What follows belongs to an exercise in optimizing a design on an open flow for small area and a short achievable clock period; a production flow would make more cautious choices.
Function was checked by simulation only, so behaviour that the tests miss may differ from the original.

## conv1d
module conv1d (
    input clk,
    input rst_n,
    input w_valid,
    input [47:0] w_in,
    input [15:0] x,
    input [15:0] b,
    output [31:0] y
);
Size: ~2500 cells after synthesis, ~120 I/O pins, ~27000 µm² of cells after synthesis.
export LEC_CHECK = 0
export CAP_MARGIN = 20
export CORE_MARGIN = 2
export CORE_UTILIZATION = 40
export SETUP_SLACK_MARGIN = 5
export SLEW_MARGIN = 20
export SYNTH_HIERARCHICAL = 1
export SYNTH_MINIMUM_KEEP_SIZE = 0
create_clock -name core_clock -period 10.0 [get_ports {clk}]
run.sh (not shown) runs the stock make flow with config.mk's settings and CLKGATE_MAP_FILE= SYNTH_SCRIPT=/design/flow/synth_recipe.tcl, a recipe that flattens the netlist after the stock synthesis.
Then changed:
--- a/flow/design.v
+++ b/flow/design.v
@@ -13,23 +13,16 @@
     input a,
     input b,
     output cout,
     output sum
 );
   assign sum = a ^ b;
   assign cout = a & b;
 endmodule
-module CPA_32 (
-    input [31:0] a,
-    input [31:0] b,
-    output [31:0] s
-);
-  assign s = a + b;
-endmodule
 `timescale 1ns/1ps
 module conv1d (
     input clk,
     input rst_n,
     input w_valid,
     input [47:0] w_in,
     input [15:0] x,
     input [15:0] b,
@@ -1245,20 +1238,19 @@
   wire m2_396, m2_397;
   CSA_3_2 u_m2_396 (.a(m2_133), .b(m2_338), .cin(m2_337), .cout(m2_397), .sum(m2_396));
   wire m2_398, m2_399;
   CSA_3_2 u_m2_398 (.a(b2[29]), .b(m2_134), .cin(m2_339), .cout(m2_399), .sum(m2_398));
   wire m2_400, m2_401;
   HA_2_2 u_m2_400 (.a(b2[30]), .b(m2_135), .cout(m2_401), .sum(m2_400));
   wire [31:0] m2_402 = {b2[31], m2_400, m2_398, m2_396, m2_394, m2_391, m2_390, m2_388, m2_385, m2_383, m2_381, m2_379, m2_377, m2_375, m2_373, m2_371, m2_369, m2_367, m2_365, m2_363, m2_361, m2_359, m2_357, m2_355, m2_353, m2_351, m2_349, m2_347, m2_345, m2_343, m2_341, m2_340};
   wire [31:0] m2_403 = {m2_401, m2_399, m2_397, m2_395, m2_393, m2_392, m2_389, m2_387, m2_386, m2_384, m2_382, m2_380, m2_378, m2_376, m2_374, m2_372, m2_370, m2_368, m2_366, m2_364, m2_362, m2_360, m2_358, m2_356, m2_354, m2_352, m2_350, m2_348, m2_346, m2_344, m2_342, m2_0};
-  wire [31:0] s0, s1, s2;
-  CPA_32 u_cpa0 (.a(m0_376), .b(m0_377), .s(s0));
-  CPA_32 u_cpa1 (.a(m1_402), .b(m1_403), .s(s1));
-  CPA_32 u_cpa2 (.a(m2_402), .b(m2_403), .s(s2));
+  wire [31:0] s0 = m0_376 + m0_377;
+  wire [31:0] s1 = m1_402 + m1_403;
+  wire [31:0] s2 = m2_402 + m2_403;
   wire [17:0] a2n = a[31:14] + {17'd0, x[15]};
   wire [17:0] b2n = bs[31:14] + {17'd0, x[15]};
   always @(posedge clk or negedge rst_n) begin
     if (!rst_n) begin
       a <= 32'h55560000; a2 <= 32'h55560000;
       bs <= 32'hAAAB0000; b2 <= 32'hAAAB0000;
       yr <= 32'd0;
     end else begin
Result: Synthesized cell count rises by a few percent. Routed wire length grows by a few percent. Via count grows by a few percent. Cell area grows by a few percent. Die area climbs slightly.

--- another note on this design; it stands on its own ---

## conv1d
module conv1d (
    input clk,
    input rst_n,
    input w_valid,
    input [47:0] w_in,
    input [15:0] x,
    input [15:0] b,
    output [31:0] y
);
==> flow/config.mk <==
export PLATFORM = sky130hd
export DESIGN_NAME = conv1d
export DESIGN_NICKNAME = conv1d
export VERILOG_FILES = /design/flow/design.v
export SDC_FILE = /design/flow/constraint.sdc
export NUM_CORES = 4
export LEC_CHECK = 0
export CAP_MARGIN = 80
export CORE_MARGIN = 2
export CORE_UTILIZATION = 65
export CTS_CLUSTER_DIAMETER = 100
export CTS_CLUSTER_SIZE = 30
export PLACE_DENSITY = 0.75
export SETUP_SLACK_MARGIN = 5
export SLEW_MARGIN = 80
export SYNTH_HIERARCHICAL = 1
export SYNTH_MINIMUM_KEEP_SIZE = 0
==> flow/constraint.sdc <==
create_clock -name core_clock -period 10.0 [get_ports {clk}]
set_input_delay 2.0000 -clock core_clock [delete_from_list [all_inputs] [get_ports {clk}]]
set_output_delay 2.0000 -clock core_clock [all_outputs]
set_load 0.01 [all_outputs]
standard.sh (not shown) runs the stock make flow with config.mk's settings and CLKGATE_MAP_FILE= SYNTH_SCRIPT=/design/flow/synth_recipe.tcl, a recipe that flattens the netlist after the stock synthesis.
==> flow/flow/run.sh <==
#!/bin/bash
# The standard layout (the standard.sh, unchanged), with plain buf_1
# cells as the port buffers instead of the delay buffers that ORFS's
# buffer_ports picks by default.  standard.sh's full output goes to
# standard.log; ORFS writes each step's log under orfs/logs/.
export BUFFER_PORTS_ARGS="-buffer_cell sky130_fd_sc_hd__buf_1"
bash standard.sh > standard.log 2>&1
Next try:
CAP_MARGIN = 85   (was 80)
SLEW_MARGIN = 85   (was 80)
The changed run finished with timing, DRC and antenna clean.
Wire length goes up by 11%.
Die area stays the same.
Non-clock buffer count goes up by 102.
Via count goes up by 4.7%.
Area after synthesis does not change.
Critical path depth goes up by 1.
Synthesized cell count is unchanged.
Setup slack is worse by 390 ps.
First-iteration DRC count goes down by 0.75%.
Global-route usage goes up by 0.92 points.
Next try:
CAP_MARGIN = 65   (was 85)
SLEW_MARGIN = 65   (was 85)
Outcome: Sequential share of layout area went up by 4.3 points; flip-flop and latch count stays the same; routed wire length went down by 13%.
Next try:
CAP_MARGIN = 75   (was 65)
CORE_UTILIZATION = 70   (was 65)
PLACE_DENSITY = 0.8   (was 0.75)
SLEW_MARGIN = 75   (was 65)
Outcome: The changed run ran to the end with no violations. Hold slack is about the same. Worst setup slack improves by 150 ps. Utilization climbs by 6.6 points. Final area climbs by 1.6%.

-- what the ideal ports hide --
No port has a modelled driver above. Below, the same layouts with a new extraction and two added sets of constraints. Step 1 assumes that a clkbuf_16 drives the clock port and a buf_2 every other input. Step 2, shift: input delay + t, output delay - t, t = (earliest + latest rising clock arrival at the registers) / 2. This alone moves slack from input paths to output paths. a / b / c = ideal / step 1 / step 2; a / b = the first two.
run | shift t [ns] | setup slack, ns | worst slew at a driven data input, ns
the first run of note 1 | 0.639 | 5.069 / 5.069 / 5.069 | 0.05
the second run of note 1 | 0.647 | 5.032 / 5.032 / 5.032 | 0.05
the first run of note 2 | 0.611 | 6.019 / 6.053 / 5.442 | 0.08
the second run of note 2 | 0.615 | 5.631 / 5.664 / 5.049 | 0.08
the third run of note 2 | 0.597 | 6.040 / 6.040 / 5.501 | 0.07
the fourth run of note 2 | 0.607 | 6.190 / 6.227 / 5.621 | 0.06
After both steps setup and hold are still met in every run listed. For the second run of note 2, which loses most, drivers alone change the setup slack by +0.033 ns; drivers and shift together by -0.582 ns.
